Background: an optimization exercise with open tools, aiming at small area and a short achievable clock period. Do not read the settings as production practice. Function was checked by simulation only, so behaviour that the tests miss may differ from the original. No activity file was given, so power comes from the tool's default toggle rates.

==> flow/design.v <==
`timescale 1ns / 1ps
module top(clk, reset, imem_addr, imem_data, dmem_addr, dmem_wdata, dmem_we, dmem_rdata, writed);
    input clk, reset;
    output [8:0] imem_addr;
    input [31:0] imem_data;
    output [31:0] dmem_addr, dmem_wdata;
    output dmem_we;
    input [31:0] dmem_rdata;
    output [31:0] writed;
    genvar gi, gl;
    integer i;
    reg [6:0] pc;
    always @(posedge clk) begin
        if (reset) pc <= 7'd0;
        else pc <= pc + 7'd1;
    end
    assign imem_addr = {pc, 2'b00};
    wire [5:0] f_op = imem_data[31:26];
    wire [5:0] f_fn = imem_data[5:0];
    wire [4:0] f_rs = imem_data[25:21];
    wire [4:0] f_rt = imem_data[20:16];
    wire f_r   = (f_op == 6'b000000);
    wire f_add = f_r && (f_fn == 6'b100000);
    wire f_sub = f_r && (f_fn == 6'b100010);
    wire f_and = f_r && (f_fn == 6'b100100);
    wire f_or  = f_r && (f_fn == 6'b100101);
    wire f_xor = f_r && (f_fn == 6'b100110);
    wire f_slt = f_r && (f_fn == 6'b101010);
    wire f_lw  = (f_op == 6'b100011);
    wire f_sw  = (f_op == 6'b101011);
    wire f_alu = f_add | f_sub | f_and | f_or | f_xor | f_slt;
    wire [4:0] f_rn = f_alu ? imem_data[15:11] : f_rt;
    wire f_wen = (f_alu | f_lw) && (f_rn != 5'd0);
    reg [4:0] d_rn;
    reg [15:0] d_imm;
    reg [31:1] d_sa, d_sb;           
    reg d_fma, d_fmb, d_fea, d_feb;   
    reg d_wen, d_lw, d_sw, d_inv, d_arith, d_and, d_or, d_xor, d_slt;
    reg [4:0] e_rn;
    reg e_wen, e_lw;
    always @(posedge clk) begin
        if (reset) begin
            d_wen <= 1'b0;
            d_sw <= 1'b0;
        end
        else begin
            d_wen <= f_wen;
            d_sw <= f_sw;
        end
        d_lw <= f_lw;
        d_inv <= f_sub | f_slt;
        d_arith <= f_add | f_sub | f_lw | f_sw;
        d_and <= f_and;
        d_or <= f_or;
        d_xor <= f_xor;
        d_slt <= f_slt;
        d_rn <= f_rn;
        d_imm <= imem_data[15:0];
        for (i = 1; i < 32; i = i + 1) begin
            d_sa[i] <= (f_rs == i);
            d_sb[i] <= (f_rt == i);
        end
        d_fma <= e_wen && (f_rs == e_rn);
        d_fmb <= e_wen && (f_rt == e_rn);
        d_fea <= d_wen && !d_lw && (f_rs == d_rn);
        d_feb <= d_wen && !d_lw && (f_rt == d_rn);
    end
    reg [31:0] rf [1:31];
    reg [4:0] m_rn;
    reg m_wen, m_lw;
    reg [31:0] m_r;
    wire [31:0] m_val = m_lw ? dmem_rdata : m_r;
    generate
        for (gi = 1; gi < 32; gi = gi + 1) begin : g_rf
            always @(posedge clk)
                if (m_wen && m_rn == gi) rf[gi] <= m_val;
        end
    endgenerate
    reg [31:0] qa, qb;
    always @(*) begin
        qa = 32'h0;
        qb = 32'h0;
        for (i = 1; i < 32; i = i + 1) begin
            qa = qa | ({32{d_sa[i]}} & rf[i]);
            qb = qb | ({32{d_sb[i]}} & rf[i]);
        end
    end
    wire [31:0] ua = d_fma ? m_val : qa;
    wire [31:0] ub = d_fmb ? m_val : qb;
    wire d_aluimm = d_lw | d_sw;
    wire [31:0] d_immx = {{16{d_imm[15]}}, d_imm};
    reg [31:0] e_a, e_b, e_s;
    reg e_sw, e_cin, e_arith, e_and, e_or, e_xor, e_slt, e_fa, e_fb, e_fs;
    always @(posedge clk) begin
        if (reset) begin
            e_wen <= 1'b0;
            e_sw <= 1'b0;
        end
        else begin
            e_wen <= d_wen;
            e_sw <= d_sw;
        end
        e_lw <= d_lw;
        e_rn <= d_rn;
        e_cin <= d_inv;
        e_arith <= d_arith;
        e_and <= d_and;
        e_or <= d_or;
        e_xor <= d_xor;
        e_slt <= d_slt;
        e_fa <= d_fea;
        e_fb <= d_feb && !d_aluimm;
        e_fs <= d_feb;
        e_a <= ua;
        e_b <= d_aluimm ? d_immx : (d_inv ? ~ub : ub);
        e_s <= ub;
    end
    wire [31:0] e_p1, e_p0, e_g1, e_g0, e_pn, e_gn;
    wire [31:0] x_a = {32{e_fa}} & m_r | {32{~e_fa}} & e_a;
    wire [31:0] x_b = {32{e_fb}} & (m_r ^ {32{e_cin}}) | {32{~e_fb}} & e_b;
    wire [31:0] x_p = x_a ^ x_b;
    wire [31:0] x_lg = ({32{e_and}} & x_a & x_b) | ({32{e_or}} & (x_a | x_b)) | ({32{e_xor}} & x_p);
    wire [31:0] e_t1 = ({32{e_arith}} & ~x_p) | x_lg;
    wire [31:0] e_t0 = ({32{e_arith}} & x_p) | x_lg;
    ex_pre0 u_pre0(.ea(e_a[0]), .eb(e_b[0]), .fa(e_fa), .fb(e_fb), .inv(e_cin), .ci(e_cin),
                   .p1(e_p1[0]), .p0(e_p0[0]), .g1(e_g1[0]), .g0(e_g0[0]));
    generate
        for (gi = 1; gi < 32; gi = gi + 1) begin : g_pre
            ex_pre u_pre(.ea(e_a[gi]), .eb(e_b[gi]), .fa(e_fa), .fb(e_fb), .inv(e_cin),
                         .p1(e_p1[gi]), .p0(e_p0[gi]), .g1(e_g1[gi]), .g0(e_g0[gi]));
        end
        for (gi = 0; gi < 32; gi = gi + 1) begin : g_pm
            ex_pmux u_pm(.m(m_r[gi]), .p1(e_p1[gi]), .p0(e_p0[gi]), .g1(e_g1[gi]), .g0(e_g0[gi]),
                         .pn(e_pn[gi]), .gn(e_gn[gi]));
        end
    endgenerate
    wire [31:0] kg [0:5];
    wire [31:0] kp [0:5];
    assign kg[0] = e_gn;
    assign kp[0] = e_pn;
    generate
        for (gl = 0; gl < 5; gl = gl + 1) begin : g_lvl
            for (gi = 0; gi < 32; gi = gi + 1) begin : g_bit
                if (gi < (1 << gl)) begin : g_pass
                    assign kg[gl+1][gi] = ~kg[gl][gi];
                    assign kp[gl+1][gi] = ~kp[gl][gi];
                end
                else if (gi < (2 << gl)) begin : g_gonly
                    if (gl % 2 == 1) begin : g_a
                        ks_ag u_n(.g(kg[gl][gi]), .p(kp[gl][gi]), .gj(kg[gl][gi - (1 << gl)]), .gn(kg[gl+1][gi]));
                    end
                    else begin : g_b
                        ks_bg u_n(.gn(kg[gl][gi]), .pn(kp[gl][gi]), .gjn(kg[gl][gi - (1 << gl)]), .g(kg[gl+1][gi]));
                    end
                    assign kp[gl+1][gi] = 1'b0;
                end
                else begin : g_full
                    if (gl % 2 == 1) begin : g_a
                        ks_a u_n(.g(kg[gl][gi]), .p(kp[gl][gi]), .gj(kg[gl][gi - (1 << gl)]), .pj(kp[gl][gi - (1 << gl)]),
                                 .gn(kg[gl+1][gi]), .pn(kp[gl+1][gi]));
                    end
                    else begin : g_b
                        ks_b u_n(.gn(kg[gl][gi]), .pn(kp[gl][gi]), .gjn(kg[gl][gi - (1 << gl)]), .pjn(kp[gl][gi - (1 << gl)]),
                                 .g(kg[gl+1][gi]), .p(kp[gl+1][gi]));
                    end
                end
            end
        end
    endgenerate
    wire [32:1] e_c = kg[5];
    wire [31:0] e_r;
    generate
        for (gi = 1; gi < 32; gi = gi + 1) begin : g_out
            ex_sel u_out(.s(e_c[gi]), .d1(e_t1[gi]), .d0(e_t0[gi]), .y(e_r[gi]));
        end
    endgenerate
    wire e_r0e = e_cin ? e_t1[0] : e_t0[0];
    ex_sel u_out0(.s(e_c[32]), .d1(!e_slt & e_r0e), .d0(e_slt | e_r0e), .y(e_r[0]));
    reg [31:0] m_s;
    reg m_sw;
    always @(posedge clk) begin
        if (reset) begin
            m_wen <= 1'b0;
            m_sw <= 1'b0;
        end
        else begin
            m_wen <= e_wen;
            m_sw <= e_sw;
        end
        m_lw <= e_lw;
        m_rn <= e_rn;
        m_r <= e_r;
        m_s <= e_fs ? m_r : e_s;
    end
    assign dmem_addr = m_r;
    assign dmem_wdata = m_s;
    assign dmem_we = m_sw;
    reg [31:0] w_r;
    always @(posedge clk) w_r <= m_val;
    assign writed = w_r;
endmodule
module ex_pre(ea, eb, fa, fb, inv, p1, p0, g1, g0);
    input ea, eb, fa, fb, inv;
    output p1, p0, g1, g0;
    wire a1 = fa | ea;
    wire a0 = !fa & ea;
    wire b1 = fb ? !inv : eb;
    wire b0 = fb ? inv : eb;
    assign p1 = a1 ^ b1;
    assign g1 = a1 & b1;
    assign p0 = a0 ^ b0;
    assign g0 = a0 & b0;
endmodule
module ex_pre0(ea, eb, fa, fb, inv, ci, p1, p0, g1, g0);
    input ea, eb, fa, fb, inv, ci;
    output p1, p0, g1, g0;
    wire a1 = fa | ea;
    wire a0 = !fa & ea;
    wire b1 = fb ? !inv : eb;
    wire b0 = fb ? inv : eb;
    assign p1 = a1 ^ b1;
    assign g1 = (a1 & b1) | (p1 & ci);
    assign p0 = a0 ^ b0;
    assign g0 = (a0 & b0) | (p0 & ci);
endmodule
module ex_pmux(m, p1, p0, g1, g0, pn, gn);
    input m, p1, p0, g1, g0;
    output pn, gn;
    assign pn = ~(m ? p1 : p0);
    assign gn = ~(m ? g1 : g0);
endmodule
module ks_a(g, p, gj, pj, gn, pn);
    input g, p, gj, pj;
    output gn, pn;
    assign gn = ~(g | (p & gj));
    assign pn = ~(p & pj);
endmodule
module ks_ag(g, p, gj, gn);
    input g, p, gj;
    output gn;
    assign gn = ~(g | (p & gj));
endmodule
module ks_b(gn, pn, gjn, pjn, g, p);
    input gn, pn, gjn, pjn;
    output g, p;
    assign g = ~(gn & (pn | gjn));
    assign p = ~(pn | pjn);
endmodule
module ks_bg(gn, pn, gjn, g);
    input gn, pn, gjn;
    output g;
    assign g = ~(gn & (pn | gjn));
endmodule
module ex_sel(s, d1, d0, y);
    input s, d1, d0;
    output y;
    assign y = s ? d1 : d0;
endmodule
==> flow/constraint.sdc <==
create_clock -name core_clock -period 5.5 [get_ports {clk}]
set_input_delay 1.1000 -clock core_clock [delete_from_list [all_inputs] [get_ports {clk}]]
set_output_delay 1.1000 -clock core_clock [all_outputs]
set_load 0.01 [all_outputs]
==> flow/config.mk <==
export PLATFORM = sky130hd
export DESIGN_NAME = top
export DESIGN_NICKNAME = top
export VERILOG_FILES = /design/flow/design.v
export SDC_FILE = /design/flow/constraint.sdc
export NUM_CORES = 4
export LEC_CHECK = 0
export CAP_MARGIN = 20
export CORE_MARGIN = 2
export CORE_UTILIZATION = 40
export PLACE_DENSITY = 0.6
export SETUP_SLACK_MARGIN = 2.9
export SLEW_MARGIN = 20
export SYNTH_HIERARCHICAL = 1
export TNS_END_PERCENT = 5
==> flow/run.sh <==
#!/bin/bash
# synth_recipe.tcl (not shown) runs the flow's synth.tcl, then flattens the netlist and writes it again
# the make line also repeats each setting of config.mk as NAME=value (left out here)
make -C /OpenROAD-flow-scripts/flow DESIGN_CONFIG=/design/flow/config.mk WORK_HOME=/design/flow/orfs CLKGATE_MAP_FILE= SYNTH_SCRIPT=/design/flow/synth_recipe.tcl finish
==> results of run 1 <==
metal layers:
layer	global-route usage (%)	routed length (um)
met2	52.37	111800
met1	43.22	89400
met4	24.29	24540
met3	15.29	44960
met5	0.1653	145
stage by stage:
stage               setup slack, ns  hold slack [ns]  util [%]  area, sq um
global route                  2.525           0.3364     47.46        67110
floorplan                     2.772           0.3095         -        56970
CTS                           2.569           0.3247     47.31        66900
global placement              1.992           0.3132     43.27        61190
finish                        2.399           0.3225     47.48        67140
detailed placement            1.961           0.3121     43.39        61360
sequential cells by signal, indices dropped and copies added (netlist names), 5 cells and up:
name   cells
m_s       32
pc         7
e_s       32
d_rn       5
e_b       32
e_a       32
rf       992
d_imm     16
e_rn       5
d_sb      31
m_r       32
d_sa      31
m_rn       5
w_r       32
worst max-delay path: stages, from the launching register on:
cell and delay, ns:
dfxtp_2 1.18, buf_4 0.53, a22o_1 0.21, a221oi_1 0.05, nand4_1 0.18, o31a_1 0.47
xnor2_1 0.19, a21oi_1 0.08
what timing repair did:
item / CTS / global route
hold endpoints to repair: 0 / 0
buffers inserted: 39 / 14
cloned: 4 / 1
resized for setup: 186 / 11
endpoints found under the setup margin: 1077 / 975
pin swaps: 5 / 2
layout make-up:
class                   count  area share, %
flip-flops and latches   1312          54.35
multi-input cells        2609          29.64
clock buffers             189          5.691
repair buffers            344          5.121
well taps                1890          3.522
clock inverters            67         0.9672
inverters                 114         0.6485
diodes                     10        0.03727
repair inverters            2        0.02236
how the worst max path moves through the flow:
| stage | startpoint | to | slack [ns] | depth (start not counted) |
|---|---|---|---|---|
| finish | d_sb[14] | e_b[29] | 2.40 | 7 |
| CTS | m_r[15] | dmem_addr[15] | 2.57 | 1 |
| detailed placement | e_fa | m_r[25] | 1.96 | 10 |
| global placement | dmem_rdata[19] | rf[31][19] | 1.99 | 3 |
| floorplan | e_fb | m_r[0] | 2.77 | 11 |
| global route | d_sb[14] | e_b[29] | 2.53 | 7 |
power by group:
group	switching (W)	total [W]	leakage (nW)	internal, W
Clock	0.00415	0.00941	2.16	0.00526
Sequential	0.000285	0.0110	12.5	0.0107
Combinational	0.00162	0.00258	8.28	0.000957
Total	0.00605	0.0230	22.9	0.0170
==> flow_summary.html, run 1 <==
<table>
<tr><th>Metric</th><th>Value</th></tr>
<tr><th colspan="2">Hold path</th></tr>
<tr><td>Number of cells traversed by the worst hold path</td><td>0</td></tr>
<tr><td>Worst min-delay path class</td><td>flip-flop to flip-flop</td></tr>
<tr><td>Destination of the worst hold path</td><td>e_or</td></tr>
<tr><td>Origin of the worst min-delay path</td><td>d_or</td></tr>
<tr><th colspan="2">Global routing</th></tr>
<tr><td>Overflow left after global routing</td><td>0</td></tr>
<tr><td>Number of global-route vias before repair</td><td>44120</td></tr>
<tr><td>Gr usage total</td><td>35.99%</td></tr>
<tr><td>Initial antenna violation count</td><td>14</td></tr>
<tr><td>Largest net degree at the start of global routing</td><td>44</td></tr>
<tr><td>Wire length of the first global-routing pass</td><td>363.8 mm</td></tr>
<tr><th colspan="2">Cells and area</th></tr>
<tr><td>Most common cell after layout, fill and taps aside</td><td>edfxtp_1</td></tr>
<tr><td># nets final</td><td>4687</td></tr>
<tr><td>Area growth from synthesis to final layout</td><td>17.89%</td></tr>
<tr><td>Sequential Area</td><td>36490 sq um</td></tr>
<tr><td>Number of standard cells in the final layout excluding fillers</td><td>6537</td></tr>
<tr><td>Combined area of the multi-input logic cells</td><td>19900 sq um</td></tr>
<tr><td>Fillers</td><td>12270</td></tr>
<tr><td>Leading cell types in the layout, fill and taps excluded</td><td>edfxtp_1, a22oi_1, a22o_1, a221oi_1, nand2_1</td></tr>
<tr><td>Share of final-layout standard cells stronger than drive strength 1</td><td>17.47%</td></tr>
<tr><th colspan="2">Die</th></tr>
<tr><td>Area of the die</td><td>145400 sq um</td></tr>
<tr><td>I/O pin count</td><td>172</td></tr>
<tr><td>Core region area</td><td>141400 sq um</td></tr>
<tr><td>Cell row count</td><td>138</td></tr>
<tr><td>Die outline width</td><td>381.3 um</td></tr>
<tr><td>Effective utilization at floorplan</td><td>40.27%</td></tr>
<tr><td>Die height</td><td>381.3 um</td></tr>
<tr><th colspan="2">Timing</th></tr>
<tr><td>Max-slew violations</td><td>0</td></tr>
<tr><td>Highest clock rate</td><td>322.5 MHz</td></tr>
<tr><td>Setup TNS</td><td>0 ns</td></tr>
<tr><td>Setup Viol. Count Final</td><td>0</td></tr>
<tr><td>Final worst-path cycle share</td><td>56.39%</td></tr>
<tr><td>Number of hold violations in the final report</td><td>0</td></tr>
<tr><td>Setup repair after global routing missed its margin</td><td>yes</td></tr>
<tr><td>Worst setup skew after layout</td><td>0.03422 ns</td></tr>
<tr><td>Measured slew at the worst slew-check pin</td><td>1.285 ns</td></tr>
<tr><td>Final critical-path required period</td><td>3.101 ns</td></tr>
<tr><td>Worst-case headroom to the max-slew limit</td><td>14.31%</td></tr>
<tr><th colspan="2">CTS</th></tr>
<tr><td>Buffer cell driving the clock tree root</td><td>clkbuf_16</td></tr>
<tr><td>TritonCTS clock tree</td><td>built</td></tr>
<tr><td>Hold_buf cts</td><td>0</td></tr>
<tr><td>CTS H-tree lvls</td><td>4</td></tr>
<tr><td>CTS clock-pin slew for the worst setup and hold paths</td><td>0.06 ns</td></tr>
<tr><td>Max Buffers Root-to-Sink</td><td>3</td></tr>
<tr><td>Clock Latency Late Sink</td><td>0.79 ns</td></tr>
<tr><td>Number of sinks handled by clock tree synthesis</td><td>1312</td></tr>
<tr><td>Number of buffers inserted during clock tree synthesis</td><td>141</td></tr>
<tr><th colspan="2">Job</th></tr>
<tr><td>Reported max-cap violation count</td><td>0</td></tr>
<tr><th colspan="2">Setup path</th></tr>
<tr><td>Worst endpoint required time</td><td>6.10 ns</td></tr>
<tr><td>Critical Path Source Type</td><td>flip-flop</td></tr>
<tr><td>Arrival time at the worst endpoint</td><td>3.71 ns</td></tr>
<tr><td>Setup Crit Path Kind</td><td>flip-flop to flip-flop</td></tr>
<tr><td>Max Fanout on Critical Path</td><td>19</td></tr>
<tr><td>Reg2Reg Capture Point</td><td>e_b[29]</td></tr>
<tr><td>Reg-to-reg setup timing slack</td><td>2.40 ns</td></tr>
<tr><td>Reg2reg start</td><td>d_sb[14]</td></tr>
<tr><td>Endpoint type of the worst setup path</td><td>flip-flop</td></tr>
<tr><td>FF-to-FF path depth</td><td>7</td></tr>
<tr><th colspan="2">Pwr</th></tr>
<tr><td>Total leakage power</td><td>22.94 nW</td></tr>
<tr><td>Pwr/cell area</td><td>342.8 nW/um^2</td></tr>
<tr><td>Maximum vdd ir drop</td><td>0.3570 mV</td></tr>
<tr><td>Total power consumption of the routed design</td><td>0.02301 W</td></tr>
<tr><th colspan="2">Routing</th></tr>
<tr><td>DR iter-0 viols</td><td>9987</td></tr>
<tr><td>Total routed wirelength</td><td>270.9 mm</td></tr>
<tr><td>Drc violations</td><td>0</td></tr>
<tr><td>Routed via count</td><td>47430</td></tr>
<tr><td>Detailed Routing Iterations Pass 1</td><td>9</td></tr>
<tr><td>DR vias/cell</td><td>7.256</td></tr>
<tr><td>Number of nets with antenna violations after routing</td><td>0</td></tr>
<tr><td>Routed length per placed instance</td><td>41.44 um</td></tr>
<tr><th colspan="2">Synth</th></tr>
<tr><td>Post-Syn Area per Cell</td><td>13.24 sq um</td></tr>
<tr><td>Combined area of all synthesized cells</td><td>56950 sq um</td></tr>
<tr><td>YS warnings</td><td>9</td></tr>
<tr><td>Post-synthesis instance total</td><td>4302</td></tr>
<tr><th colspan="2">Run status</th></tr>
<tr><td>Outcome</td><td>timing/DRC/antenna clean</td></tr>
<tr><th colspan="2">Placement</th></tr>
<tr><td>HPWL after DPL</td><td>152.9 mm</td></tr>
<tr><td>Placed instance count</td><td>6211</td></tr>
<tr><td>Final RePlAce weighted congestion</td><td>0.9386</td></tr>
<tr><td>Number of input and output port buffers inserted</td><td>169</td></tr>
</table>
==> run 2, diff against run 1 <==
--- a/flow/design.v
+++ b/flow/design.v
@@ -33,2 +33,3 @@
     wire f_wen = (f_alu | f_lw) && (f_rn != 5'd0);
+    wire f_fma, f_fmb;
     reg [4:0] d_rn;
@@ -40,2 +41,4 @@
     reg e_wen, e_lw;
+    assign f_fma = e_wen && (f_rs == e_rn);
+    assign f_fmb = e_wen && (f_rt == e_rn);
     always @(posedge clk) begin
@@ -59,7 +62,7 @@
         for (i = 1; i < 32; i = i + 1) begin
-            d_sa[i] <= (f_rs == i);
-            d_sb[i] <= (f_rt == i);
-        end
-        d_fma <= e_wen && (f_rs == e_rn);
-        d_fmb <= e_wen && (f_rt == e_rn);
+            d_sa[i] <= (f_rs == i) && !f_fma;
+            d_sb[i] <= (f_rt == i) && !f_fmb;
+        end
+        d_fma <= f_fma;
+        d_fmb <= f_fmb;
         d_fea <= d_wen && !d_lw && (f_rs == d_rn);
@@ -78,13 +81,26 @@
     endgenerate
-    reg [31:0] qa, qb;
-    always @(*) begin
-        qa = 32'h0;
-        qb = 32'h0;
-        for (i = 1; i < 32; i = i + 1) begin
-            qa = qa | ({32{d_sa[i]}} & rf[i]);
-            qb = qb | ({32{d_sb[i]}} & rf[i]);
-        end
-    end
-    wire [31:0] ua = d_fma ? m_val : qa;
-    wire [31:0] ub = d_fmb ? m_val : qb;
+    wire [31:0] qa, qb;
+    wire [32:1] sa = {1'b0, d_sa};
+    wire [32:1] sb = {1'b0, d_sb};
+    generate
+        for (gi = 0; gi < 32; gi = gi + 1) begin : g_rd
+            wire [10:0] na, nb;
+            for (gl = 0; gl < 11; gl = gl + 1) begin : g_grp
+                if (gl < 10) begin : g_3
+                    rd_aoi3 u_a(.s0(sa[3*gl+1]), .d0(rf[3*gl+1][gi]), .s1(sa[3*gl+2]), .d1(rf[3*gl+2][gi]),
+                                .s2(sa[3*gl+3]), .d2(rf[3*gl+3][gi]), .yn(na[gl]));
+                    rd_aoi3 u_b(.s0(sb[3*gl+1]), .d0(rf[3*gl+1][gi]), .s1(sb[3*gl+2]), .d1(rf[3*gl+2][gi]),
+                                .s2(sb[3*gl+3]), .d2(rf[3*gl+3][gi]), .yn(nb[gl]));
+                end
+                else begin : g_1
+                    rd_aoi2 u_a(.s0(sa[31]), .d0(rf[31][gi]), .s1(d_fma), .d1(m_val[gi]), .yn(na[gl]));
+                    rd_aoi2 u_b(.s0(sb[31]), .d0(rf[31][gi]), .s1(d_fmb), .d1(m_val[gi]), .yn(nb[gl]));
+                end
+            end
+            rd_or11 u_oa(.n(na), .y(qa[gi]));
+            rd_or11 u_ob(.n(nb), .y(qb[gi]));
+        end
+    endgenerate
+    wire [31:0] ua = qa;
+    wire [31:0] ub = qb;
     wire d_aluimm = d_lw | d_sw;
@@ -258 +274,16 @@
 endmodule
+module rd_aoi3(s0, d0, s1, d1, s2, d2, yn);
+    input s0, d0, s1, d1, s2, d2;
+    output yn;
+    assign yn = ~((s0 & d0) | (s1 & d1) | (s2 & d2));
+endmodule
+module rd_aoi2(s0, d0, s1, d1, yn);
+    input s0, d0, s1, d1;
+    output yn;
+    assign yn = ~((s0 & d0) | (s1 & d1));
+endmodule
+module rd_or11(n, y);
+    input [10:0] n;
+    output y;
+    assign y = ~&n;
+endmodule
==> flow/flow/run.sh (new file) <==
#!/bin/bash
# The standard layout, with buf_2 cells (instead of the flow's default pick)
# buffering the input and output ports. make's output goes to flow_make.log;
# each ORFS step also keeps its own log under orfs/logs/.
set -euo pipefail
bash standard.sh 'BUFFER_PORTS_ARGS=-buffer_cell sky130_fd_sc_hd__buf_2' finish > flow_make.log 2>&1
==> flow/standard.sh (new file) <==
#!/bin/bash
# synth_recipe.tcl (not shown) runs the flow's synth.tcl, then flattens the netlist and writes it again
# the make line also repeats each setting of config.mk as NAME=value (left out here)
make -C /OpenROAD-flow-scripts/flow DESIGN_CONFIG=/design/flow/config.mk WORK_HOME=/design/flow/orfs CLKGATE_MAP_FILE= SYNTH_SCRIPT=/design/flow/synth_recipe.tcl "${@:-finish}"
removed: flow/run.sh
==> run 2 against run 1 <==
Net effect: hold slack gained 0.0028 ns; largest cell class unchanged; sequential share of layout area grew 1.5 points; sequential power is essentially flat; critical path type unchanged; clock power grew 2.3%; worst setup slack gained 0.35 ns; register-to-register slack gained 0.35 ns.
==> flow_summary.html, run 2 <==
<table>
<tr><th>Metric</th><th>Value</th></tr>
<tr><th colspan="2">Run status</th></tr>
<tr><td>Outcome</td><td>timing/DRC/antenna clean</td></tr>
<tr><th colspan="2">Cells and area</th></tr>
<tr><td>Most common cell after layout, fill and taps aside</td><td>edfxtp_1</td></tr>
<tr><td>Largest register by flop count</td><td>rf</td></tr>
<tr><td>Leading cell types in the layout, fill and taps excluded</td><td>edfxtp_1, a222oi_1, dfxtp_1</td></tr>
<tr><td>Design area</td><td>64850 sq um</td></tr>
<tr><td>Area growth from synthesis to final layout</td><td>17.85%</td></tr>
<tr><td>Util after Layout</td><td>47.34%</td></tr>
<tr><td># nets final</td><td>4256</td></tr>
<tr><td>Largest register FFs</td><td>992</td></tr>
<tr><td>Share of final-layout standard cells stronger than drive strength 1</td><td>23.99%</td></tr>
<tr><td>Fillers</td><td>11790</td></tr>
<tr><th colspan="2">Routing</th></tr>
<tr><td>Number of nets with antenna violations after routing</td><td>0</td></tr>
<tr><td>Routed length per placed instance</td><td>34.17 um</td></tr>
<tr><td>Total routed wirelength</td><td>205.7 mm</td></tr>
<tr><td>Routed met3 length</td><td>27.38 mm</td></tr>
<tr><td>Detailed Routing Iterations Pass 1</td><td>13</td></tr>
<tr><td>Routed length on met2</td><td>91.44 mm</td></tr>
<tr><td>Routed via count</td><td>41070</td></tr>
<tr><td>Uppermost routed layer</td><td>met5</td></tr>
<tr><td>Drc violations</td><td>0</td></tr>
<tr><td>Met1 WL</td><td>77.01 mm</td></tr>
<tr><td>DR iter-0 viols</td><td>8427</td></tr>
<tr><td>DR vias/cell</td><td>6.822</td></tr>
<tr><th colspan="2">Pwr</th></tr>
<tr><td>Maximum vdd ir drop</td><td>0.3437 mV</td></tr>
<tr><td>Pwr/cell area</td><td>358.1 nW/um^2</td></tr>
<tr><td>Total leakage power</td><td>22.11 nW</td></tr>
<tr><th colspan="2">Setup path</th></tr>
<tr><td>Arrival time at the worst endpoint</td><td>3.42 ns</td></tr>
<tr><td>FF-to-FF path depth</td><td>6</td></tr>
<tr><td>Reg-to-reg setup timing slack</td><td>2.74 ns</td></tr>
<tr><td>Critical Path Source Type</td><td>flip-flop</td></tr>
<tr><td>Peak per-stage delay on the critical path</td><td>0.58 ns</td></tr>
<tr><td>Cell-by-cell trace of the critical path</td><td>buf_4 &gt; a222oi_1 &gt; nand4_1 &gt; or3_1 &gt; xnor2_1 &gt; a21oi_1</td></tr>
<tr><td>Reg2reg start</td><td>d_sb[19]</td></tr>
<tr><td>Worst endpoint required time</td><td>6.17 ns</td></tr>
<tr><td>Reg2Reg Capture Point</td><td>e_b[23]</td></tr>
<tr><td>Endpoint type of the worst setup path</td><td>flip-flop</td></tr>
<tr><td>Highest-delay cell along the critical path</td><td>or3_1</td></tr>
<tr><td>Setup Crit Path Kind</td><td>flip-flop to flip-flop</td></tr>
<tr><td>Max Fanout on Critical Path</td><td>32</td></tr>
<tr><th colspan="2">Synth</th></tr>
<tr><td>Combined area of all synthesized cells</td><td>55030 sq um</td></tr>
<tr><td>Post-Syn Area per Cell</td><td>14.90 sq um</td></tr>
<tr><td>Post-synthesis instance total</td><td>3694</td></tr>
<tr><td>YS warnings</td><td>9</td></tr>
<tr><th colspan="2">Global routing</th></tr>
<tr><td>Number of global-route vias before repair</td><td>39390</td></tr>
<tr><td>Initial antenna violation count</td><td>12</td></tr>
<tr><td>Largest net degree at the start of global routing</td><td>51</td></tr>
<tr><td>Gr usage total</td><td>28.25%</td></tr>
<tr><td>Overflow left after global routing</td><td>0</td></tr>
<tr><td>Wire length of the first global-routing pass</td><td>285.7 mm</td></tr>
<tr><th colspan="2">Die</th></tr>
<tr><td>Core region area</td><td>137000 sq um</td></tr>
<tr><td>I/O pin count</td><td>172</td></tr>
<tr><td>Cell row count</td><td>136</td></tr>
<tr><td>Die outline width</td><td>374.9 um</td></tr>
<tr><td>Effective utilization at floorplan</td><td>40.17%</td></tr>
<tr><td>Area of the die</td><td>140600 sq um</td></tr>
<tr><td>Die height</td><td>374.9 um</td></tr>
<tr><th colspan="2">Hold path</th></tr>
<tr><td>Origin of the worst min-delay path</td><td>d_slt</td></tr>
<tr><td>Destination of the worst hold path</td><td>e_slt</td></tr>
<tr><td>Worst min-delay path class</td><td>flip-flop to flip-flop</td></tr>
<tr><td>Number of cells traversed by the worst hold path</td><td>0</td></tr>
<tr><th colspan="2">Timing</th></tr>
<tr><td>Measured slew at the worst slew-check pin</td><td>1.106 ns</td></tr>
<tr><td>Setup Viol. Count Final</td><td>0</td></tr>
<tr><td>Final worst hold slack</td><td>0.3253 ns</td></tr>
<tr><td>Max-slew violations</td><td>0</td></tr>
<tr><td>Setup repair after global routing missed its margin</td><td>yes</td></tr>
<tr><td>Setup TNS</td><td>0 ns</td></tr>
<tr><td>Worst-case headroom to the max-slew limit</td><td>26.30%</td></tr>
<tr><td>Worst setup skew after layout</td><td>0.02709 ns</td></tr>
<tr><td>Number of hold violations in the final report</td><td>0</td></tr>
<tr><td>Final critical-path required period</td><td>2.756 ns</td></tr>
<tr><td>Highest clock rate</td><td>362.9 MHz</td></tr>
<tr><td>Final worst-path cycle share</td><td>50.10%</td></tr>
<tr><th colspan="2">CTS</th></tr>
<tr><td>TritonCTS clock tree</td><td>built</td></tr>
<tr><td>Clock Latency Late Sink</td><td>0.79 ns</td></tr>
<tr><td>CTS clock-pin slew for the worst setup and hold paths</td><td>0.06 ns</td></tr>
<tr><td>Hold_buf cts</td><td>0</td></tr>
<tr><td>Number of sinks handled by clock tree synthesis</td><td>1312</td></tr>
<tr><td>Buffer cell driving the clock tree root</td><td>clkbuf_16</td></tr>
<tr><td>CTS H-tree lvls</td><td>4</td></tr>
<tr><td>Number of buffers inserted during clock tree synthesis</td><td>142</td></tr>
<tr><td>Max Buffers Root-to-Sink</td><td>3</td></tr>
<tr><th colspan="2">Placement</th></tr>
<tr><td>HPWL after DPL</td><td>118.1 mm</td></tr>
<tr><td>Final RePlAce weighted congestion</td><td>0.8990</td></tr>
<tr><td>Post-DP Area</td><td>58950 sq um</td></tr>
<tr><td>Number of input and output port buffers inserted</td><td>169</td></tr>
<tr><th colspan="2">Job</th></tr>
<tr><td>Reported max-cap violation count</td><td>0</td></tr>
</table>
-- run 2: critical path: cells and delay by family (launching register included) --
kind	cells	cell delay (ns)
AND/OR/NAND/NOR	2	1.05
buffers and inverters	1	0.31
XOR/XNOR	1	0.16
AO/OA/AOI/OAI	2	0.78
flip-flops	1	0.30
-- run 2: routing by layer --
layer / global-route usage (%) / vias to the layer above
met3: 7.379 / 656
met2: 43.62 / 3174
met1: 37.34 / 20350
met4: 12.64 / 6
li1: - / 16880
met5: 0.4803 / -
-- run 2: area by class of cell --
type | instances | area, sq um | share of cell area, %
antenna | 12 | 30.03 | 0.04630
clock buffer | 186 | 3856 | 5.946
clock inverter | 79 | 809.5 | 1.248
inverter | 83 | 316.6 | 0.4881
multi-input combinational | 2232 | 19090 | 29.44
sequential | 1312 | 36250 | 55.89
tap | 1794 | 2245 | 3.461
timing repair buffer | 322 | 2253 | 3.475
-- run 2: how the worst max path moves through the flow --
stage	slack, ns	startpoint	depth (start not counted)	to
final	2.74	d_sb[19]	6	e_b[23]
after global routing	2.71	e_fb	12	m_r[31]
after CTS	2.76	m_r[19]	1	dmem_addr[19]
after detailed placement	1.89	e_fb	11	m_r[27]
after global placement	1.94	e_fb	11	m_r[27]
after floorplan	2.77	e_fb	11	m_r[0]
-- run 2: repair_timing --
item,4_1_cts,5_1_grt
setup buffers,19,15
resized for setup,111,69
pin swaps,5,12
gates cloned,0,3
endpoints found under the hold margin,0,0
setup endpoints to repair,129,103
-- run 2: through the flow --
step | std cells | setup slack, ns | power [W]
2_1_floorplan | 3695 | 2.773 | 0.01257
3_3_place_gp | 5706 | 1.943 | 0.01335
3_5_place_dp | 5706 | 1.888 | 0.01339
4_1_cts | 5990 | 2.755 | 0.02306
5_1_grt | 6008 | 2.714 | 0.02388
6_report | 6020 | 2.744 | 0.02322
-- run 2: where the power goes --
part | switching, W | total (W) | internal (W)
registers | 0.000152 | 0.0109 | 0.0108
clock network | 0.00407 | 0.00963 | 0.00556
logic | 0.00171 | 0.00268 | 0.000970
==> run 3, diff against run 2 <==
--- a/flow/design.v
+++ b/flow/design.v
@@ -71,4 +71,4 @@
     reg [31:0] rf [1:31];
-    reg [4:0] m_rn;
-    reg m_wen, m_lw;
+    reg [31:1] m_we;                 
+    reg m_lw;
     reg [31:0] m_r;
@@ -78,3 +78,3 @@
             always @(posedge clk)
-                if (m_wen && m_rn == gi) rf[gi] <= m_val;
+                if (m_we[gi]) rf[gi] <= m_val;
         end
@@ -197,12 +197,7 @@
     always @(posedge clk) begin
-        if (reset) begin
-            m_wen <= 1'b0;
-            m_sw <= 1'b0;
-        end
-        else begin
-            m_wen <= e_wen;
-            m_sw <= e_sw;
-        end
+        if (reset) m_sw <= 1'b0;
+        else m_sw <= e_sw;
+        for (i = 1; i < 32; i = i + 1)
+            m_we[i] <= !reset && e_wen && (e_rn == i);
         m_lw <= e_lw;
-        m_rn <= e_rn;
         m_r <= e_r;
@@ -220,10 +215,8 @@
     output p1, p0, g1, g0;
-    wire a1 = fa | ea;
-    wire a0 = !fa & ea;
     wire b1 = fb ? !inv : eb;
     wire b0 = fb ? inv : eb;
-    assign p1 = a1 ^ b1;
-    assign g1 = a1 & b1;
-    assign p0 = a0 ^ b0;
-    assign g0 = a0 & b0;
+    assign p1 = fa ? !b1 : (ea ^ b1);
+    assign g1 = (fa | ea) & b1;
+    assign p0 = fa ? b0 : (ea ^ b0);
+    assign g0 = !fa & ea & b0;
 endmodule
@@ -232,10 +225,8 @@
     output p1, p0, g1, g0;
-    wire a1 = fa | ea;
-    wire a0 = !fa & ea;
     wire b1 = fb ? !inv : eb;
     wire b0 = fb ? inv : eb;
-    assign p1 = a1 ^ b1;
-    assign g1 = (a1 & b1) | (p1 & ci);
-    assign p0 = a0 ^ b0;
-    assign g0 = (a0 & b0) | (p0 & ci);
+    assign p1 = fa ? !b1 : (ea ^ b1);
+    assign g1 = ci ? (fa | ea | b1) : ((fa | ea) & b1);
+    assign p0 = fa ? b0 : (ea ^ b0);
+    assign g0 = ci ? ((!fa & ea) | b0) : (!fa & ea & b0);
 endmodule
--- a/flow/config.mk
+++ b/flow/config.mk
@@ -14,2 +14 @@
 export SYNTH_HIERARCHICAL = 1
-export TNS_END_PERCENT = 5
==> run 3 against run 2 <==
Net effect: core utilization is 1.3 points higher; power rose by 2.7%; synthesized cell count rose by 1.6%; routed wire length rose by 7.2%; combinational power increased by 19%; register-to-register slack hardly changed; critical path type unchanged; critical endpoint is now e_b[27]; largest cell class unchanged.
==> flow_summary.html, run 3 <==
<table>
<tr><th>Metric</th><th>Value</th></tr>
<tr><th colspan="2">Run status</th></tr>
<tr><td>Outcome</td><td>timing/DRC/antenna clean</td></tr>
<tr><th colspan="2">Routing</th></tr>
<tr><td>Drc violations</td><td>0</td></tr>
<tr><td>DR vias/cell</td><td>6.873</td></tr>
<tr><td>DR iter-0 viols</td><td>8537</td></tr>
<tr><td>Total routed wirelength</td><td>220.4 mm</td></tr>
<tr><td>Routed length per placed instance</td><td>36.01 um</td></tr>
<tr><td>Routed via count</td><td>42080</td></tr>
<tr><td>Number of nets with antenna violations after routing</td><td>0</td></tr>
<tr><td>Detailed Routing Iterations Pass 1</td><td>13</td></tr>
<tr><th colspan="2">Setup path</th></tr>
<tr><td>FF-to-FF path depth</td><td>6</td></tr>
<tr><td>Reg2Reg Capture Point</td><td>e_b[27]</td></tr>
<tr><td>Critical Path Source Type</td><td>flip-flop</td></tr>
<tr><td>Setup Crit Path Kind</td><td>flip-flop to flip-flop</td></tr>
<tr><td>Worst endpoint required time</td><td>6.21 ns</td></tr>
<tr><td>Reg-to-reg setup timing slack</td><td>2.75 ns</td></tr>
<tr><td>Endpoint type of the worst setup path</td><td>flip-flop</td></tr>
<tr><td>Reg2reg start</td><td>d_sb[22]</td></tr>
<tr><td>Arrival time at the worst endpoint</td><td>3.47 ns</td></tr>
<tr><td>Max Fanout on Critical Path</td><td>32</td></tr>
<tr><th colspan="2">Die</th></tr>
<tr><td>Area of the die</td><td>142000 sq um</td></tr>
<tr><td>Die height</td><td>376.8 um</td></tr>
<tr><td>Die outline width</td><td>376.8 um</td></tr>
<tr><td>Core region area</td><td>137700 sq um</td></tr>
<tr><td>Cell row count</td><td>136</td></tr>
<tr><td>Effective utilization at floorplan</td><td>40.39%</td></tr>
<tr><td>I/O pin count</td><td>172</td></tr>
<tr><th colspan="2">Placement</th></tr>
<tr><td>HPWL after DPL</td><td>124.3 mm</td></tr>
<tr><td>Number of input and output port buffers inserted</td><td>169</td></tr>
<tr><td>Final RePlAce weighted congestion</td><td>0.9079</td></tr>
<tr><td>Post-DP Area</td><td>59460 sq um</td></tr>
<tr><th colspan="2">CTS</th></tr>
<tr><td>Clock Latency Late Sink</td><td>0.80 ns</td></tr>
<tr><td>Number of sinks handled by clock tree synthesis</td><td>1337</td></tr>
<tr><td>Buffer cell driving the clock tree root</td><td>clkbuf_16</td></tr>
<tr><td>CTS H-tree lvls</td><td>4</td></tr>
<tr><td>CTS clock-pin slew for the worst setup and hold paths</td><td>0.07 ns</td></tr>
<tr><td>Hold_buf cts</td><td>0</td></tr>
<tr><td>TritonCTS clock tree</td><td>built</td></tr>
<tr><td>Number of buffers inserted during clock tree synthesis</td><td>144</td></tr>
<tr><td>Max Buffers Root-to-Sink</td><td>3</td></tr>
<tr><th colspan="2">Global routing</th></tr>
<tr><td>Initial antenna violation count</td><td>17</td></tr>
<tr><td>Wire length of the first global-routing pass</td><td>300.2 mm</td></tr>
<tr><td>Gr usage total</td><td>29.83%</td></tr>
<tr><td>Overflow left after global routing</td><td>0</td></tr>
<tr><td>Largest net degree at the start of global routing</td><td>50</td></tr>
<tr><td>Number of global-route vias before repair</td><td>39990</td></tr>
<tr><th colspan="2">Pwr</th></tr>
<tr><td>Pwr/cell area</td><td>356.1 nW/um^2</td></tr>
<tr><td>Total leakage power</td><td>22.56 nW</td></tr>
<tr><td>Maximum vdd ir drop</td><td>0.2457 mV</td></tr>
<tr><th colspan="2">Cells and area</th></tr>
<tr><td>Sequential Area</td><td>36870 sq um</td></tr>
<tr><td>Design area</td><td>66970 sq um</td></tr>
<tr><td>Fillers</td><td>11660</td></tr>
<tr><td>Most common cell after layout, fill and taps aside</td><td>edfxtp_1</td></tr>
<tr><td>Combined area of the multi-input logic cells</td><td>19840 sq um</td></tr>
<tr><td>Largest register FFs</td><td>992</td></tr>
<tr><td>Leading cell types in the layout, fill and taps excluded</td><td>edfxtp_1, a222oi_1, dfxtp_1</td></tr>
<tr><td># nets final</td><td>4292</td></tr>
<tr><td>Area growth from synthesis to final layout</td><td>20.44%</td></tr>
<tr><td>Largest register by flop count</td><td>rf</td></tr>
<tr><td>Share of final-layout standard cells stronger than drive strength 1</td><td>28.78%</td></tr>
<tr><th colspan="2">Synth</th></tr>
<tr><td>Post-synthesis instance total</td><td>3752</td></tr>
<tr><td>YS warnings</td><td>9</td></tr>
<tr><td>Post-Syn Area per Cell</td><td>14.82 sq um</td></tr>
<tr><td>Combined area of all synthesized cells</td><td>55600 sq um</td></tr>
<tr><th colspan="2">Timing</th></tr>
<tr><td>Worst setup skew after layout</td><td>0.03619 ns</td></tr>
<tr><td>Final critical-path required period</td><td>2.754 ns</td></tr>
<tr><td>Max-slew violations</td><td>0</td></tr>
<tr><td>Setup Viol. Count Final</td><td>0</td></tr>
<tr><td>Final worst hold slack</td><td>0.3244 ns</td></tr>
<tr><td>Setup TNS</td><td>0 ns</td></tr>
<tr><td>Setup repair after global routing missed its margin</td><td>yes</td></tr>
<tr><td>Highest clock rate</td><td>363.2 MHz</td></tr>
<tr><td>Worst-case headroom to the max-slew limit</td><td>38.18%</td></tr>
<tr><td>Number of hold violations in the final report</td><td>0</td></tr>
<tr><td>Measured slew at the worst slew-check pin</td><td>0.9273 ns</td></tr>
<tr><td>Final worst-path cycle share</td><td>50.07%</td></tr>
<tr><th colspan="2">Hold path</th></tr>
<tr><td>Origin of the worst min-delay path</td><td>e_lw</td></tr>
<tr><td>Number of cells traversed by the worst hold path</td><td>0</td></tr>
<tr><td>Destination of the worst hold path</td><td>m_lw</td></tr>
<tr><td>Worst min-delay path class</td><td>flip-flop to flip-flop</td></tr>
<tr><th colspan="2">Job</th></tr>
<tr><td>Reported max-cap violation count</td><td>0</td></tr>
</table>
[run 3: area by class of cell]
class | instances | share of cell area (%)
inverters | 84 | 0.4746
clock buffers | 200 | 5.967
flip-flops and latches | 1337 | 55.06
clock inverters | 65 | 0.9248
diodes | 16 | 0.05979
multi-input cells | 2258 | 29.62
well taps | 1794 | 3.352
repair buffers | 368 | 4.540
[run 3: metal layers]
metal	vias to the layer above	wire, um	track usage [%]
met5	-	47	0.1372
met2	3290	94100	43.77
met3	687	30240	9.714
li1	17150	-	-
met4	6	15400	18.20
met1	20950	80640	38.24
[run 3: critical path, stage by stage (launching register included)]
cell and delay (ns):
dfxtp_1 0.30, buf_6 0.22, a222oi_1 0.42, nand4_1 0.71, or3_4 0.70, xnor2_2 0.15
a21oi_1 0.15
[run 3: power by group]
part,internal (W),switching (W)
Combinational,0.00118,0.00202
Clock,0.00545,0.00410
Sequential,0.0109,0.000175
Total,0.0176,0.00629
[run 3: timing repair]
item / CTS / global route
buffers inserted: 34 / 36
setup endpoints to repair: 144 / 53
resized for setup: 140 / 292
gates cloned: 4 / 10
pin swaps: 22 / 90
[run 3: stage by stage]
stage	utilization, %	setup WS [ns]	cells	power, W
after global placement	43.15	2.095	5755	0.01374
after floorplan	-	2.513	3753	0.01291
final	48.65	2.746	6122	0.02385
after global routing	48.63	2.729	6113	0.02449
after CTS	47.19	2.798	6060	0.02334
after detailed placement	43.19	2.035	5757	0.01376
[run 3: how the worst max path moves through the flow]
stage,startpoint,endpoint,slack (ns)
final,d_sb[22],e_b[27],2.75
after global routing,e_cin,m_r[30],2.73
after CTS,e_fb,m_r[30],2.80
after detailed placement,e_cin,m_r[30],2.04
after global placement,e_cin,m_r[30],2.09
after floorplan,e_fb,m_r[30],2.51
==> run 4, diff against run 3 <==
--- a/flow/design.v
+++ b/flow/design.v
@@ -73,4 +73,4 @@
     reg m_lw;
-    reg [31:0] m_r;
-    wire [31:0] m_val = m_lw ? dmem_rdata : m_r;
+    reg [31:0] m_r, m_o;
+    wire [31:0] m_val = m_lw ? dmem_rdata : m_o;
     generate
@@ -186,3 +186,3 @@
     wire [32:1] e_c = kg[5];
-    wire [31:0] e_r;
+    wire [31:0] e_r, e_ro;
     generate
@@ -190,2 +190,3 @@
             ex_sel u_out(.s(e_c[gi]), .d1(e_t1[gi]), .d0(e_t0[gi]), .y(e_r[gi]));
+            ex_sel u_outo(.s(e_c[gi]), .d1(e_t1[gi]), .d0(e_t0[gi]), .y(e_ro[gi]));
         end
@@ -194,2 +195,3 @@
     ex_sel u_out0(.s(e_c[32]), .d1(!e_slt & e_r0e), .d0(e_slt | e_r0e), .y(e_r[0]));
+    ex_sel u_outo0(.s(e_c[32]), .d1(!e_slt & e_r0e), .d0(e_slt | e_r0e), .y(e_ro[0]));
     reg [31:0] m_s;
@@ -203,5 +205,6 @@
         m_r <= e_r;
-        m_s <= e_fs ? m_r : e_s;
-    end
-    assign dmem_addr = m_r;
+        m_o <= e_ro;
+        m_s <= e_fs ? m_o : e_s;
+    end
+    assign dmem_addr = m_o;
     assign dmem_wdata = m_s;
--- a/flow/config.mk
+++ b/flow/config.mk
@@ -11,3 +11,3 @@
 export PLACE_DENSITY = 0.6
-export SETUP_SLACK_MARGIN = 2.9
+export SETUP_SLACK_MARGIN = 3.0
 export SLEW_MARGIN = 20
==> run 4 against run 3 <==
Net effect: global-route usage fell by 0.75 points; worst setup slack improved by 0.069 ns; critical path type unchanged; via count rose by 1.8%; clock power rose by 3.4%; register-to-register slack improved by 0.07 ns; largest power group unchanged; still clean.
==> flow_summary.html, run 4 <==
<table>
<tr><th>Metric</th><th>Value</th></tr>
<tr><th colspan="2">Run status</th></tr>
<tr><td>Outcome</td><td>timing/DRC/antenna clean</td></tr>
<tr><th colspan="2">Timing</th></tr>
<tr><td>Setup TNS</td><td>0 ns</td></tr>
<tr><td>Worst setup skew after layout</td><td>0.04284 ns</td></tr>
<tr><td>Final critical-path required period</td><td>2.685 ns</td></tr>
<tr><td>Final worst hold slack</td><td>0.3266 ns</td></tr>
<tr><td>Measured slew at the worst slew-check pin</td><td>1.026 ns</td></tr>
<tr><td>Setup repair after global routing missed its margin</td><td>yes</td></tr>
<tr><td>Final worst-path cycle share</td><td>48.82%</td></tr>
<tr><td>Number of hold violations in the final report</td><td>0</td></tr>
<tr><td>Highest clock rate</td><td>372.4 MHz</td></tr>
<tr><td>Worst-case headroom to the max-slew limit</td><td>31.47%</td></tr>
<tr><td>Setup Viol. Count Final</td><td>0</td></tr>
<tr><td>Max-slew violations</td><td>0</td></tr>
<tr><th colspan="2">Global routing</th></tr>
<tr><td>Met1 track utilization from global routing</td><td>37.65%</td></tr>
<tr><td>Overflow left after global routing</td><td>0</td></tr>
<tr><td>Gr usage total</td><td>29.08%</td></tr>
<tr><td>Met3 usage</td><td>9.668%</td></tr>
<tr><td>Global-route layer with the greatest usage</td><td>met2</td></tr>
<tr><td>Number of global-route vias before repair</td><td>40840</td></tr>
<tr><td>Wire length of the first global-routing pass</td><td>301.0 mm</td></tr>
<tr><td>Largest net degree at the start of global routing</td><td>47</td></tr>
<tr><td>Initial antenna violation count</td><td>28</td></tr>
<tr><td>Global routing met2 resource utilization</td><td>43.50%</td></tr>
<tr><th colspan="2">Pwr</th></tr>
<tr><td>Total leakage power</td><td>23.10 nW</td></tr>
<tr><td>Switching power of the nets</td><td>0.006324 W</td></tr>
<tr><td>Internal power</td><td>0.01822 W</td></tr>
<tr><td>Part of the power in registers</td><td>46.3%</td></tr>
<tr><td>Clock Power Share</td><td>40.2%</td></tr>
<tr><td>Pwr/cell area</td><td>359.0 nW/um^2</td></tr>
<tr><td>Switching share of total power</td><td>25.77%</td></tr>
<tr><td>Combinational share of power</td><td>13.5%</td></tr>
<tr><td>Maximum vdd ir drop</td><td>0.2616 mV</td></tr>
<tr><th colspan="2">Placement</th></tr>
<tr><td>Final RePlAce weighted congestion</td><td>0.8959</td></tr>
<tr><td>Number of input and output port buffers inserted</td><td>169</td></tr>
<tr><td>Post-DP Area</td><td>60560 sq um</td></tr>
<tr><td>HPWL after DPL</td><td>124.8 mm</td></tr>
<tr><th colspan="2">Cells and area</th></tr>
<tr><td>Design area</td><td>68360 sq um</td></tr>
<tr><td>Share of final-layout standard cells stronger than drive strength 1</td><td>29.09%</td></tr>
<tr><td>Most common cell after layout, fill and taps aside</td><td>edfxtp_1</td></tr>
<tr><td>Area growth from synthesis to final layout</td><td>20.56%</td></tr>
<tr><td>Fillers</td><td>12090</td></tr>
<tr><td>Largest register FFs</td><td>992</td></tr>
<tr><td>Largest register by flop count</td><td>rf</td></tr>
<tr><td>Leading cell types in the layout, fill and taps excluded</td><td>edfxtp_1, a222oi_1, dfxtp_1</td></tr>
<tr><td># nets final</td><td>4358</td></tr>
<tr><th colspan="2">CTS</th></tr>
<tr><td>Hold_buf cts</td><td>0</td></tr>
<tr><td>TritonCTS clock tree</td><td>built</td></tr>
<tr><td>CTS H-tree lvls</td><td>4</td></tr>
<tr><td>Clock Latency Late Sink</td><td>0.79 ns</td></tr>
<tr><td>Number of buffers inserted during clock tree synthesis</td><td>146</td></tr>
<tr><td>CTS clock-pin slew for the worst setup and hold paths</td><td>0.06 ns</td></tr>
<tr><td>Max Buffers Root-to-Sink</td><td>3</td></tr>
<tr><td>Number of sinks handled by clock tree synthesis</td><td>1369</td></tr>
<tr><td>Buffer cell driving the clock tree root</td><td>clkbuf_16</td></tr>
<tr><th colspan="2">Routing</th></tr>
<tr><td>DR iter-0 viols</td><td>8374</td></tr>
<tr><td>Total routed wirelength</td><td>219.1 mm</td></tr>
<tr><td>Routed via count</td><td>42820</td></tr>
<tr><td>Drc violations</td><td>0</td></tr>
<tr><td>Number of nets with antenna violations after routing</td><td>0</td></tr>
<tr><td>Detailed Routing Iterations Pass 1</td><td>10</td></tr>
<tr><td>Routed length per placed instance</td><td>34.92 um</td></tr>
<tr><td>DR vias/cell</td><td>6.824</td></tr>
<tr><th colspan="2">Die</th></tr>
<tr><td>Area of the die</td><td>144800 sq um</td></tr>
<tr><td>Cell row count</td><td>138</td></tr>
<tr><td>Core region area</td><td>141100 sq um</td></tr>
<tr><td>Effective utilization at floorplan</td><td>40.19%</td></tr>
<tr><td>I/O pin count</td><td>172</td></tr>
<tr><td>Die height</td><td>380.5 um</td></tr>
<tr><td>Die outline width</td><td>380.5 um</td></tr>
<tr><th colspan="2">Synth</th></tr>
<tr><td>Post-synthesis instance total</td><td>3813</td></tr>
<tr><td>Combined area of all synthesized cells</td><td>56700 sq um</td></tr>
<tr><td>Post-Syn Area per Cell</td><td>14.87 sq um</td></tr>
<tr><td>YS warnings</td><td>9</td></tr>
<tr><th colspan="2">Setup path</th></tr>
<tr><td>Endpoint type of the worst setup path</td><td>flip-flop</td></tr>
<tr><td>Reg2reg start</td><td>e_fb</td></tr>
<tr><td>Peak per-stage delay on the critical path</td><td>0.36 ns</td></tr>
<tr><td>Setup Crit Path Kind</td><td>flip-flop to flip-flop</td></tr>
<tr><td>Setup crit end</td><td>m_r[0]</td></tr>
<tr><td>Reg-to-reg setup timing slack</td><td>2.82 ns</td></tr>
<tr><td>FF-to-FF path depth</td><td>12</td></tr>
<tr><td>Worst endpoint required time</td><td>6.15 ns</td></tr>
<tr><td>Arrival time at the worst endpoint</td><td>3.34 ns</td></tr>
<tr><td>Reg2Reg Capture Point</td><td>m_r[0]</td></tr>
<tr><td>Critical path startpoint</td><td>e_fb</td></tr>
<tr><td>Cell-by-cell trace of the critical path</td><td>buf_12 &gt; buf_16 &gt; nor2b_2 &gt; a21oi_4 &gt; xnor2_1 &gt; mux2i_4 &gt; nor2_2 &gt; nand2_2 &gt; nor2_2 &gt; a21oi_4 &gt; o21ai_4 &gt; mux2_4</td></tr>
<tr><td>Max Fanout on Critical Path</td><td>11</td></tr>
<tr><td>Critical Path Source Type</td><td>flip-flop</td></tr>
<tr><td>Highest-delay cell along the critical path</td><td>dfxtp_4</td></tr>
<tr><th colspan="2">Hold path</th></tr>
<tr><td>Origin of the worst min-delay path</td><td>d_xor</td></tr>
<tr><td>Worst min-delay path class</td><td>flip-flop to flip-flop</td></tr>
<tr><th colspan="2">Job</th></tr>
<tr><td>Reported max-cap violation count</td><td>0</td></tr>
</table>
[run 4: power groups by stage]
stage | clock network [W] | logic (W) | registers [W]
after global placement | 0 | 0.00249 | 0.0116
after detailed placement | 0 | 0.00254 | 0.0116
final | 0.00987 | 0.00332 | 0.0114
after CTS | 0.00999 | 0.00303 | 0.0114
after global routing | 0.0103 | 0.00349 | 0.0114
after floorplan | 0 | 0.00170 | 0.0115
[run 4: cell type report]
type	instances	area [sq um]	area share, %
antenna	9	22.52	0.03295
clock buffer	204	4145	6.064
clock inverter	61	611.8	0.8951
inverter	85	334.1	0.4887
multi-input combinational	2288	20290	29.68
sequential	1369	37480	54.83
tap	1890	2365	3.460
timing repair buffer	369	3109	4.549
[run 4: worst min-delay path by stage]
| stage | endpoint | slack (ns) | cells after the start |
|---|---|---|---|
| floorplan | e_fa | 0.31 | 0 |
| global placement | e_arith | 0.31 | 0 |
| detailed placement | e_and | 0.31 | 0 |
| CTS | e_and | 0.33 | 0 |
| global route | e_and | 0.33 | 0 |
| finish | e_xor | 0.33 | 0 |
[run 4: metrics by stage]
stage | power (W) | setup WS (ns) | utilization, % | cells
2_1_floorplan | 0.01324 | 2.442 | - | 3814
3_3_place_gp | 0.01407 | 1.868 | 42.93 | 5907
3_5_place_dp | 0.01411 | 1.862 | 42.93 | 5907
4_1_cts | 0.02437 | 2.886 | 47.82 | 6240
5_1_grt | 0.02520 | 2.765 | 48.44 | 6267
6_report | 0.02454 | 2.815 | 48.46 | 6275
[run 4: per-layer routing]
layer | up-vias | part of all wire, %
li1 | 17370 | -
met1 | 21240 | 36
met2 | 3441 | 43
met3 | 750 | 15
met4 | 20 | 5.6
met5 | - | 0.092
[run 4: repair_timing]
item                       in CTS  in global routing
gates cloned                   12                  2
setup endpoints to repair     181                 93
pin swaps                      70                 46
resized for setup             312                138
hold endpoints to repair        0                  0
buffers inserted               56                 24
[run 4: worst max-delay path: cells and delay by family (launching register included)]
kind / cells / cell delay [ns]
and+or+nand+nor: 4 / 0.75
DFF: 1 / 0.36
xor gates and xnor gates: 1 / 0.25
buffers and inverters: 2 / 0.33
AOI/OAI and AO/OA: 3 / 0.37
muxes: 2 / 0.48
==> run 5, diff against run 4 <==
--- a/flow/design.v
+++ b/flow/design.v
@@ -109,2 +109,4 @@
     reg e_sw, e_cin, e_arith, e_and, e_or, e_xor, e_slt, e_fa, e_fb, e_fs;
+    reg [3:0] e_fa4, e_fb4, e_ci4;
+    wire [3:0] d_fa4, d_fb4, d_ci4;
     always @(posedge clk) begin
@@ -128,2 +130,5 @@
         e_fb <= d_feb && !d_aluimm;
+        e_fa4 <= d_fa4;
+        e_fb4 <= d_fb4;
+        e_ci4 <= d_ci4;
         e_fs <= d_feb;
@@ -134,4 +139,13 @@
     wire [31:0] e_p1, e_p0, e_g1, e_g0, e_pn, e_gn;
-    wire [31:0] x_a = {32{e_fa}} & m_r | {32{~e_fa}} & e_a;
-    wire [31:0] x_b = {32{e_fb}} & (m_r ^ {32{e_cin}}) | {32{~e_fb}} & e_b;
+    generate
+        for (gi = 0; gi < 4; gi = gi + 1) begin : g_ctl
+            ctl_copy u_cp(.fea(d_fea), .feb(d_feb), .aluimm(d_aluimm), .inv(d_inv),
+                          .fa(d_fa4[gi]), .fb(d_fb4[gi]), .ci(d_ci4[gi]));
+        end
+    endgenerate
+    wire [31:0] b_fa = {{8{e_fa4[3]}}, {8{e_fa4[2]}}, {8{e_fa4[1]}}, {8{e_fa4[0]}}};
+    wire [31:0] b_fb = {{8{e_fb4[3]}}, {8{e_fb4[2]}}, {8{e_fb4[1]}}, {8{e_fb4[0]}}};
+    wire [31:0] b_ci = {{8{e_ci4[3]}}, {8{e_ci4[2]}}, {8{e_ci4[1]}}, {8{e_ci4[0]}}};
+    wire [31:0] x_a = b_fa & m_r | ~b_fa & e_a;
+    wire [31:0] x_b = b_fb & (m_r ^ b_ci) | ~b_fb & e_b;
     wire [31:0] x_p = x_a ^ x_b;
@@ -140,3 +154,3 @@
     wire [31:0] e_t0 = ({32{e_arith}} & x_p) | x_lg;
-    ex_pre0 u_pre0(.ea(e_a[0]), .eb(e_b[0]), .fa(e_fa), .fb(e_fb), .inv(e_cin), .ci(e_cin),
+    ex_pre0 u_pre0(.ea(e_a[0]), .eb(e_b[0]), .fa(b_fa[0]), .fb(b_fb[0]), .inv(b_ci[0]), .ci(e_cin),
                    .p1(e_p1[0]), .p0(e_p0[0]), .g1(e_g1[0]), .g0(e_g0[0]));
@@ -144,3 +158,3 @@
         for (gi = 1; gi < 32; gi = gi + 1) begin : g_pre
-            ex_pre u_pre(.ea(e_a[gi]), .eb(e_b[gi]), .fa(e_fa), .fb(e_fb), .inv(e_cin),
+            ex_pre u_pre(.ea(e_a[gi]), .eb(e_b[gi]), .fa(b_fa[gi]), .fb(b_fb[gi]), .inv(b_ci[gi]),
                          .p1(e_p1[gi]), .p0(e_p0[gi]), .g1(e_g1[gi]), .g0(e_g0[gi]));
@@ -283 +297,8 @@
 endmodule
+module ctl_copy(fea, feb, aluimm, inv, fa, fb, ci);
+    input fea, feb, aluimm, inv;
+    output fa, fb, ci;
+    assign fa = fea;
+    assign fb = feb & !aluimm;
+    assign ci = inv;
+endmodule
==> run 5 against run 4 <==
Net effect: worst setup slack improved by 0.11 ns; count of clock-buffer cells in the layout decreased by 3; critical path depth fell by 1; synthesized cell count grew 0.58%; cell count is essentially flat; clock skew fell by 0.021 ns; fmax is 4.3% higher; design area decreased by 0.46%; sequential cell count rose by 10; sequential power about the same; first-iteration DRC count down 9.3%; core utilization down 0.34 points.
==> flow_summary.html, run 5 <==
<table>
<tr><th>Metric</th><th>Value</th></tr>
<tr><th colspan="2">Pwr</th></tr>
<tr><td>Total leakage power</td><td>22.42 nW</td></tr>
<tr><td>Combinational share of power</td><td>12.6%</td></tr>
<tr><td>Part of the power in registers</td><td>47.1%</td></tr>
<tr><td>Internal power</td><td>0.01811 W</td></tr>
<tr><td>Total power consumption of the routed design</td><td>0.02435 W</td></tr>
<tr><td>Switching share of total power</td><td>25.63%</td></tr>
<tr><td>Pwr/cell area</td><td>357.8 nW/um^2</td></tr>
<tr><td>Switching power of the nets</td><td>0.006240 W</td></tr>
<tr><td>Maximum vdd ir drop</td><td>0.3666 mV</td></tr>
<tr><td>Clock Power Share</td><td>40.2%</td></tr>
<tr><th colspan="2">Routing</th></tr>
<tr><td>Drc violations</td><td>0</td></tr>
<tr><td>DR iter-0 viols</td><td>7598</td></tr>
<tr><td>Detailed Routing Iterations Pass 1</td><td>10</td></tr>
<tr><td>Routed length per placed instance</td><td>33.16 um</td></tr>
<tr><td>Routed via count</td><td>41850</td></tr>
<tr><td>DR vias/cell</td><td>6.667</td></tr>
<tr><td>Total routed wirelength</td><td>208.1 mm</td></tr>
<tr><td>Number of nets with antenna violations after routing</td><td>0</td></tr>
<tr><th colspan="2">CTS</th></tr>
<tr><td>Number of buffers inserted during clock tree synthesis</td><td>146</td></tr>
<tr><td>Hold_buf cts</td><td>0</td></tr>
<tr><td>Clock Latency Late Sink</td><td>0.78 ns</td></tr>
<tr><td>Number of sinks handled by clock tree synthesis</td><td>1379</td></tr>
<tr><td>TritonCTS clock tree</td><td>built</td></tr>
<tr><td>CTS clock-pin slew for the worst setup and hold paths</td><td>0.06 ns</td></tr>
<tr><td>CTS H-tree lvls</td><td>4</td></tr>
<tr><td>Buffer cell driving the clock tree root</td><td>clkbuf_16</td></tr>
<tr><td>Max Buffers Root-to-Sink</td><td>3</td></tr>
<tr><th colspan="2">Cells and area</th></tr>
<tr><td>Largest register FFs</td><td>992</td></tr>
<tr><td>Leading cell types in the layout, fill and taps excluded</td><td>edfxtp_1, a222oi_1, dfxtp_1</td></tr>
<tr><td>Share of final-layout standard cells stronger than drive strength 1</td><td>28.50%</td></tr>
<tr><td>Most common cell after layout, fill and taps aside</td><td>edfxtp_1</td></tr>
<tr><td># nets final</td><td>4355</td></tr>
<tr><td>Largest register by flop count</td><td>rf</td></tr>
<tr><td>Util after Layout</td><td>48.12%</td></tr>
<tr><td>Area growth from synthesis to final layout</td><td>19.37%</td></tr>
<tr><th colspan="2">Hold path</th></tr>
<tr><td>Worst min-delay path class</td><td>flip-flop to flip-flop</td></tr>
<tr><th colspan="2">Timing</th></tr>
<tr><td>Setup repair after global routing missed its margin</td><td>yes</td></tr>
<tr><td>Setup WS post-layout</td><td>2.926 ns</td></tr>
<tr><td>Max-slew violations</td><td>0</td></tr>
<tr><td>Setup TNS</td><td>0 ns</td></tr>
<tr><td>Final critical-path required period</td><td>2.574 ns</td></tr>
<tr><td>Final worst-path cycle share</td><td>46.80%</td></tr>
<tr><td>Worst setup skew after layout</td><td>0.02185 ns</td></tr>
<tr><td>Worst-case headroom to the max-slew limit</td><td>23.16%</td></tr>
<tr><td>Measured slew at the worst slew-check pin</td><td>1.153 ns</td></tr>
<tr><td>Highest clock rate</td><td>388.5 MHz</td></tr>
<tr><td>Setup Viol. Count Final</td><td>0</td></tr>
<tr><td>Number of hold violations in the final report</td><td>0</td></tr>
<tr><th colspan="2">Die</th></tr>
<tr><td>Area of the die</td><td>145500 sq um</td></tr>
<tr><td>Effective utilization at floorplan</td><td>40.31%</td></tr>
<tr><td>Cell row count</td><td>138</td></tr>
<tr><td>Die height</td><td>381.5 um</td></tr>
<tr><td>I/O pin count</td><td>172</td></tr>
<tr><td>Die outline width</td><td>381.5 um</td></tr>
<tr><td>Core region area</td><td>141400 sq um</td></tr>
<tr><th colspan="2">Synth</th></tr>
<tr><td>Combined area of all synthesized cells</td><td>57000 sq um</td></tr>
<tr><td>Post-Syn Area per Cell</td><td>14.86 sq um</td></tr>
<tr><td>Post-synthesis instance total</td><td>3835</td></tr>
<tr><td>YS warnings</td><td>9</td></tr>
<tr><th colspan="2">Setup path</th></tr>
<tr><td>Arrival time at the worst endpoint</td><td>3.22 ns</td></tr>
<tr><td>Setup Crit Path Kind</td><td>flip-flop to flip-flop</td></tr>
<tr><td>Endpoint type of the worst setup path</td><td>flip-flop</td></tr>
<tr><td>Max Fanout on Critical Path</td><td>5</td></tr>
<tr><td>Worst endpoint required time</td><td>6.15 ns</td></tr>
<tr><td>Reg-to-reg setup timing slack</td><td>2.93 ns</td></tr>
<tr><td>Critical Path Source Type</td><td>flip-flop</td></tr>
<tr><th colspan="2">Job</th></tr>
<tr><td>Reported max-cap violation count</td><td>0</td></tr>
<tr><th colspan="2">Placement</th></tr>
<tr><td>HPWL after DPL</td><td>119.3 mm</td></tr>
<tr><td>Worst setup slack after placement</td><td>1.973 ns</td></tr>
<tr><td>Final RePlAce weighted congestion</td><td>0.8898</td></tr>
<tr><td>Number of input and output port buffers inserted</td><td>169</td></tr>
<tr><th colspan="2">Global routing</th></tr>
<tr><td>Initial antenna violation count</td><td>10</td></tr>
<tr><td>Largest net degree at the start of global routing</td><td>50</td></tr>
<tr><td>Gr usage total</td><td>27.48%</td></tr>
<tr><td>Wire length of the first global-routing pass</td><td>289.2 mm</td></tr>
<tr><td>Number of global-route vias before repair</td><td>40510</td></tr>
<tr><td>Overflow left after global routing</td><td>0</td></tr>
<tr><th colspan="2">Run status</th></tr>
<tr><td>Outcome</td><td>timing/DRC/antenna clean</td></tr>
</table>
[run 5: cell types whose count changed in the layout (fill, tap and decap cells not counted), moves of 10 or more]
cell     before  now
nor2_4       20   40
mux2_4       90   80
o21ai_0      23   33
buf_12       20    9
nor2_2       36   13
buf_16       13    1
dfxtp_1     303  313
[run 5: cell type report]
type / instances / area, sq um
Multi-Input combinational cell: 2292 / 20380
Timing Repair Buffer: 350 / 2497
Sequential cell: 1379 / 37700
Tap cell: 1890 / 2365
Inverter: 87 / 331.6
Antenna cell: 8 / 20.02
Fill cell: 12030 / 73370
Clock inverter: 70 / 629.4
Clock buffer: 201 / 4123
[run 5: worst max-delay path, cell delays in order, from the launching register on]
cell,delay [ns]
dfxtp_4,0.42
clkbuf_16,0.18
nor2b_4,0.05
a21oi_2,0.13
xor2_1,0.25
mux2i_4,0.16
nor2_4,0.23
nand2_2,0.16
nor2_4,0.18
nand2_1,0.12
o21ai_4,0.23
mux2_4,0.32
[run 5: metrics by stage]
stage | cells | hold WS (ns) | area [sq um]
finish | 6277 | 0.3241 | 68040
CTS | 6231 | 0.3251 | 66560
floorplan | 3836 | 0.3096 | 57030
global placement | 5917 | 0.3139 | 60680
global route | 6269 | 0.3304 | 68020
detailed placement | 5919 | 0.3121 | 60720
[run 5: layer usage]
| metal | routed length [um] | part of all wire [%] | vias up | track usage [%] |
|---|---|---|---|---|
| met3 | 25630 | 12 | 627 | 7.248 |
| met5 | 28 | 0.013 | - | 0 |
| met4 | 9576 | 4.6 | 4 | 12.10 |
| li1 | - | - | 17360 | - |
| met1 | 76160 | 37 | 20920 | 34.76 |
| met2 | 96750 | 46 | 2936 | 44.31 |
[run 5: timing repair]
action / in CTS / in global routing
cloned: 1 / 2
resized for setup: 197 / 228
endpoints found under the setup margin: 152 / 82
pin swaps: 26 / 80
buffers inserted: 40 / 36
[run 5: final timing paths]
check / start / endpoint / cells past startpoint
min: e_lw / m_lw / 0
max reg2reg: e_fb4[1] / m_o[26] / 11
min reg2reg: e_lw / m_lw / 0
max: e_fb4[1] / m_o[26] / 11
[run 5: power by group through the flow]
stage	sequential, W	combinational, W	clock, W
finish	0.0115	0.00308	0.00979
global route	0.0115	0.00325	0.0103
CTS	0.0115	0.00263	0.00991
detailed placement	0.0117	0.00239	0
global placement	0.0117	0.00236	0
floorplan	0.0117	0.00155	0
